Context: an optimization exercise on an open-source flow, tuned for small area, a short achievable clock period and few clock cycles. The choices shown serve that exercise and are no tape-out recipe. Only simulation tests tie the RTL to the original design; equivalence was not proved.

== 07-18 ==
==> flow/design.v <==
`timescale 1ns/1ps
module ASCON_ROUND_COMB (
    input  wire [319:0] state_in,
    input  wire [3:0]   ridx,
    output wire [319:0] state_out
);
    wire [63:0] x0 = state_in[319:256];
    wire [63:0] x1 = state_in[255:192];
    wire [63:0] x2 = state_in[191:128] ^ {56'h0, ~ridx, ridx};
    wire [63:0] x3 = state_in[127: 64];
    wire [63:0] x4 = state_in[ 63:  0];
    wire [63:0] v0 = x0 ^ x4;
    wire [63:0] v2 = x2 ^ x1;
    wire [63:0] v4 = x4 ^ x3;
    wire [63:0] u0 = v0 ^ (~x1 & v2);
    wire [63:0] u1 = x1 ^ (~v2 & x3);
    wire [63:0] u2 = v2 ^ (~x3 & v4);
    wire [63:0] u3 = x3 ^ (~v4 & v0);
    wire [63:0] u4 = v4 ^ (~v0 & x1);
    wire [63:0] s0 = u0 ^ u4;
    wire [63:0] s1 = u1 ^ u0;
    wire [63:0] s2 = ~u2;
    wire [63:0] s3 = u3 ^ u2;
    wire [63:0] s4 = u4;
    assign state_out = {
        s0 ^ {s0[18:0], s0[63:19]} ^ {s0[27:0], s0[63:28]},
        s1 ^ {s1[60:0], s1[63:61]} ^ {s1[38:0], s1[63:39]},
        s2 ^ {s2[ 0:0], s2[63: 1]} ^ {s2[ 5:0], s2[63: 6]},
        s3 ^ {s3[ 9:0], s3[63:10]} ^ {s3[16:0], s3[63:17]},
        s4 ^ {s4[ 6:0], s4[63: 7]} ^ {s4[40:0], s4[63:41]}
    };
endmodule
`timescale 1ns/1ps
module ascon_CORE (
    input  wire         clk,
    input  wire         rst_n,
    input  wire         start,
    input  wire [1:0]   mode,
    input  wire         enc_dec,
    input  wire [127:0] key_in,
    input  wire [127:0] nonce_in,
    input  wire [127:0] ad_in,
    input  wire         ad_valid,
    input  wire         ad_last,
    input  wire [127:0] data_in,
    input  wire         data_valid,
    input  wire         data_last,
    input  wire [6:0]   data_len,
    input  wire [127:0] tag_received,
    output wire [127:0] data_out,
    output wire         data_out_valid,
    output wire         data_ready,
    output wire         ad_ready,
    output wire [127:0] tag_out,
    output wire         tag_valid,
    output wire         tag_match,
    output wire         done,
    output wire         busy
);
    localparam integer NR = 3;    
    localparam [1:0] S_IDLE = 2'd0, S_RUN = 2'd1, S_CMP = 2'd2, S_DONE = 2'd3;
    localparam [1:0] P_INIT = 2'd0, P_B = 2'd1, P_FIN = 2'd2;
    function [63:0] bswap64;
        input [63:0] x;
        begin
            bswap64 = { x[ 7: 0], x[15: 8], x[23:16], x[31:24],
                        x[39:32], x[47:40], x[55:48], x[63:56] };
        end
    endfunction
    reg  [1:0]   fsm;
    reg  [1:0]   run;        
    reg  [3:0]   rnd;        
    reg  [3:0]   ridx [0:NR-1];  
    reg          lchunk;     
    reg          shrt;       
    reg          a128;       
    reg          dec;        
    reg          exp_ad;     
    reg          exp_dt;     
    reg          first_dt;   
    reg          bval;       
    reg          bad;        
    reg          blast;      
    reg  [4:0]   blen;       
    reg          dov;        
    reg          busy_r, done_r, adr_r, dtr_r;
    reg  [127:0] blk;
    reg  [63:0]  x0, x1, x2, x3, x4;
    reg          tmatch;
    wire [319:0] chain [0:NR];
    assign chain[0] = {x0, x1, x2, x3, x4};
    genvar g;
    generate
        for (g = 0; g < NR; g = g + 1) begin : rounds
            ASCON_ROUND_COMB u_round (
                .state_in (chain[g]),
                .ridx     (ridx[g]),
                .state_out(chain[g+1])
            );
        end
    endgenerate
    wire [319:0] pout = shrt ? chain[2] : chain[NR];
    wire [63:0] r0 = pout[319:256];
    wire [63:0] r1 = pout[255:192];
    wire [63:0] r2 = pout[191:128];
    wire [63:0] r3 = pout[127: 64];
    wire [63:0] r4 = pout[ 63:  0];
    wire running  = (fsm == S_RUN);
    wire idle     = (fsm == S_IDLE);
    wire fin_end  = running && lchunk && (run == P_FIN);
    wire absorb   = running && lchunk && (run != P_FIN) && bval;
    wire stall    = running && lchunk && (run != P_FIN) && !bval;
    wire ab_dt    = absorb && !bad;
    wire post_ini = absorb && (run == P_INIT);
    wire pre_fin  = ab_dt && blast;
    wire dom_sep  = ab_dt && first_dt;
    wire take_ad  = running && exp_ad && !bval && ad_valid;
    wire take_dt  = running && exp_dt && !bval && data_valid;
    wire [63:0] khi = bswap64(key_in[127:64]);
    wire [63:0] klo = bswap64(key_in[ 63: 0]);
    wire [127:0] rrate = {r0, r1};
    reg  [127:0] nrate;      
    reg  [127:0] tout;       
    integer i;
    reg [7:0] xb, bb, ub;
    reg       act, lt, eq;
    always @(*) begin
        nrate = rrate;
        tout  = 128'h0;
        for (i = 0; i < 16; i = i + 1) begin
            xb  = rrate[64 - 64*(i/8) + 8*(i%8) +: 8];
            bb  = blk[127 - 8*i -: 8];
            act = (i < 8) || a128;
            lt  = (i < blen);
            eq  = (i == blen);
            ub  = xb ^ (lt || (dec && !bad) ? bb : 8'h00);
            if (absorb && act) begin
                if (bad || !dec) begin
                    nrate[64 - 64*(i/8) + 8*(i%8) +: 8] = ub ^ {7'h0, eq};
                    tout[127 - 8*i -: 8] = ub ^ {7'h0, eq};
                end else begin
                    nrate[64 - 64*(i/8) + 8*(i%8) +: 8] = lt ? bb : (ub ^ {7'h0, eq});
                    tout[127 - 8*i -: 8] = ub;
                end
            end
        end
    end
    reg [63:0] n0, n1, n2, n3, n4;
    always @(*) begin
        if (idle) begin
            n0 = {18'h0, mode[0], ~mode[0], 44'h000_808c0001};
            n1 = khi;
            n2 = klo;
            n3 = bswap64(nonce_in[127:64]);
            n4 = bswap64(nonce_in[ 63: 0]);
        end else begin
            n0 = nrate[127:64];
            n1 = nrate[ 63: 0];
            n2 = r2 ^ (pre_fin ? khi : 64'h0);
            n3 = r3 ^ (post_ini || fin_end ? khi : 64'h0) ^ (pre_fin ? klo : 64'h0);
            n4 = r4 ^ (post_ini || fin_end ? klo : 64'h0) ^ {dom_sep, 63'h0};
        end
    end
    wire st_en = idle || (running && !stall);
    always @(posedge clk) begin
        if (st_en) begin
            x0 <= n0; x1 <= n1; x2 <= n2; x3 <= n3; x4 <= n4;
        end
    end
    wire         cmp     = (fsm == S_CMP);
    wire [127:0] tag_st  = {bswap64(x3), bswap64(x4)};
    always @(posedge clk) begin
        if (cmp)
            tmatch <= (tag_st == blk);
    end
    always @(posedge clk) begin
        if (ab_dt)
            blk <= tout;
        else if (fin_end && !dec)
            blk <= {bswap64(r3), bswap64(r4)} ^ key_in;
        else if (cmp)
            blk <= tag_st;
        else if (!bval) begin
            if (exp_ad)      blk <= ad_in;
            else if (exp_dt) blk <= data_in;
            else             blk <= tag_received;
        end
        if (!bval) begin
            blen  <= data_len[4:0];
            blast <= exp_ad ? ad_last : data_last;
            bad   <= exp_ad;
        end
    end
    reg [1:0] fsm_n, run_n;
    reg [3:0] rnd_n;
    reg       exp_ad_n, exp_dt_n, bval_n, first_dt_n, a128_n, dec_n;
    always @(*) begin
        fsm_n      = fsm;
        run_n      = run;
        rnd_n      = rnd;
        exp_ad_n   = exp_ad;
        exp_dt_n   = exp_dt;
        bval_n     = bval;
        first_dt_n = first_dt;
        a128_n     = a128;
        dec_n      = dec;
        case (fsm)
            S_IDLE: begin
                bval_n = 1'b0;
                if (start) begin
                    fsm_n      = S_RUN;
                    run_n      = P_INIT;
                    rnd_n      = 4'd0;
                    a128_n     = mode[0];
                    dec_n      = enc_dec;
                    exp_ad_n   = ad_valid;
                    exp_dt_n   = !ad_valid;
                    first_dt_n = 1'b1;
                end
            end
            S_RUN: begin
                if (take_ad) begin
                    bval_n = 1'b1;
                    if (ad_last) begin
                        exp_ad_n = 1'b0;
                        exp_dt_n = 1'b1;
                    end
                end else if (take_dt) begin
                    bval_n = 1'b1;
                    if (data_last)
                        exp_dt_n = 1'b0;
                end else if (absorb)
                    bval_n = 1'b0;
                if (!lchunk)
                    rnd_n = rnd + NR;
                else if (fin_end)
                    fsm_n = dec ? S_CMP : S_DONE;
                else if (absorb) begin
                    if (ab_dt)
                        first_dt_n = 1'b0;
                    if (pre_fin) begin
                        run_n = P_FIN;
                        rnd_n = 4'd0;
                    end else begin
                        run_n = P_B;
                        rnd_n = a128 ? 4'd4 : 4'd6;
                    end
                end
            end
            S_CMP:   fsm_n = S_DONE;
            default: fsm_n = S_IDLE;
        endcase
    end
    integer k;
    always @(posedge clk or negedge rst_n) begin
        if (!rst_n) begin
            fsm      <= S_IDLE;
            run      <= P_INIT;
            rnd      <= 4'd0;
            for (k = 0; k < NR; k = k + 1)
                ridx[k] <= k;
            lchunk   <= 1'b0;
            shrt     <= 1'b0;
            a128     <= 1'b0;
            dec      <= 1'b0;
            exp_ad   <= 1'b0;
            exp_dt   <= 1'b0;
            first_dt <= 1'b0;
            bval     <= 1'b0;
            dov      <= 1'b0;
            busy_r   <= 1'b0;
            done_r   <= 1'b0;
            adr_r    <= 1'b0;
            dtr_r    <= 1'b1;
        end else begin
            fsm      <= fsm_n;
            run      <= run_n;
            rnd      <= rnd_n;
            for (k = 0; k < NR; k = k + 1)
                ridx[k] <= rnd_n + k;
            lchunk   <= ({1'b0, rnd_n} + NR) >= 5'd12;
            shrt     <= ({1'b0, rnd_n} + NR) >  5'd12;
            a128     <= a128_n;
            dec      <= dec_n;
            exp_ad   <= exp_ad_n;
            exp_dt   <= exp_dt_n;
            first_dt <= first_dt_n;
            bval     <= bval_n;
            dov      <= ab_dt;
            busy_r   <= (fsm_n == S_RUN) || (fsm_n == S_CMP);
            done_r   <= (fsm_n == S_DONE);
            adr_r    <= (fsm_n == S_RUN) && exp_ad_n && !bval_n;
            dtr_r    <= (fsm_n == S_IDLE) || ((fsm_n == S_RUN) && exp_dt_n && !bval_n);
        end
    end
    assign data_out       = blk;
    assign data_out_valid = dov;
    assign data_ready     = dtr_r;
    assign ad_ready       = adr_r;
    assign tag_out        = blk;
    assign tag_valid      = done_r;
    assign tag_match      = tmatch;
    assign done           = done_r;
    assign busy           = busy_r;
endmodule
Settings: LEC_CHECK=0, CAP_MARGIN=25, CORE_MARGIN=2, CORE_UTILIZATION=28, PLACE_DENSITY=0.4, SLEW_MARGIN=25; clock period 40.0 ns.
standard.sh (not shown) runs the stock make flow with config.mk's settings and CLKGATE_MAP_FILE= SYNTH_SCRIPT=/design/flow/synth_recipe.tcl, a recipe that flattens the netlist after the stock synthesis.
==> flow/flow/run.sh <==
#!/bin/bash
# Standard layout (the standard.sh), with two changes to how it is made:
#  - repair_timing works towards a setup slack margin of SETUP_MARGIN ns, so
#    that it sizes the logic for a short achieved period (the clock period and
#    all constraints stay the design's);
#  - every port still gets its own buffer, but a plain sky130 buffer instead
#    of the clkdlybuf4s50 delay cell buffer_ports picks by default.
# Each step's full output goes to a log file in this folder.
set -euo pipefail
SETUP_MARGIN=31
bash standard.sh synth > flow_synth.log 2>&1
bash standard.sh "SETUP_SLACK_MARGIN=${SETUP_MARGIN}" \
    "BUFFER_PORTS_ARGS=-buffer_cell sky130_fd_sc_hd__buf_2" finish > flow_layout.log 2>&1
cp -r orfs/logs flow_orfs_logs 2>/dev/null || true
Testbench counts of 07-18, summed over its fixed seeds: cycles 8,157.
#### Input delta (11-05 over 07-18)
--- a/flow/design.v
+++ b/flow/design.v
@@ -58,5 +58,5 @@
     output wire         busy
 );
-    localparam integer NR = 3;    
+    localparam integer NR = 4;    
     localparam [1:0] S_IDLE = 2'd0, S_RUN = 2'd1, S_CMP = 2'd2, S_DONE = 2'd3;
     localparam [1:0] P_INIT = 2'd0, P_B = 2'd1, P_FIN = 2'd2;
@@ -168,17 +168,11 @@
         end
     end
-    wire         cmp     = (fsm == S_CMP);
-    wire [127:0] tag_st  = {bswap64(x3), bswap64(x4)};
     always @(posedge clk) begin
-        if (cmp)
-            tmatch <= (tag_st == blk);
+        if (fsm == S_CMP)
+            tmatch <= ({bswap64(x3), bswap64(x4)} == blk);
     end
     always @(posedge clk) begin
         if (ab_dt)
             blk <= tout;
-        else if (fin_end && !dec)
-            blk <= {bswap64(r3), bswap64(r4)} ^ key_in;
-        else if (cmp)
-            blk <= tag_st;
         else if (!bval) begin
             if (exp_ad)      blk <= ad_in;
@@ -298,5 +292,5 @@
     assign data_ready     = dtr_r;
     assign ad_ready       = adr_r;
-    assign tag_out        = blk;
+    assign tag_out        = {bswap64(x3), bswap64(x4)};
     assign tag_valid      = done_r;
     assign tag_match      = tmatch;
Notes after the runs:
- In 11-05 relative to 07-18, number of clock buffer instances in the layout had gone down by more than a quarter.
- 11-05 finished every stage and its layout cleared the timing, design-rule and antenna checks.
- Compared to 07-18, 11-05 reaches a lower achievable clock.
- Delta (11-05 minus 07-18): number of setup buffers added after CTS climbed 332.
Testbench counts of 11-05, summed over its fixed seeds: cycles 6,733.

==> re-timing with driven ports <==
Ports are ideal in the flow. The routed layouts listed here were re-timed in OpenROAD.
Step 1 (the two cells are an assumption about what drives the block):
set clk [get_ports {clk}]
set_driving_cell -lib_cell sky130_fd_sc_hd__clkbuf_16 $clk
set_driving_cell -lib_cell sky130_fd_sc_hd__buf_2 [delete_from_list [all_inputs] $clk]
Step 2 also shifts input and output timing later by t, the mid clock arrival at the registers, as if the neighbouring blocks saw the same clock.
Three values: ideal, step 1, step 2; two values: the first two.
| run | t (ns) | setup WS [ns] | hold slack, ns |
|---|---|---|---|
| 07-18 | 0.843 | 30.450 / 30.334 / 30.085 | 0.486 / 0.486 / 0.486 |
| 11-05 | 0.823 | 30.376 / 30.278 / 30.013 | 0.508 / 0.508 / 0.508 |
After both steps setup and hold are still met in every run listed. For 07-18, which loses most, drivers alone change the setup slack by -0.116 ns; drivers and shift together by -0.365 ns.
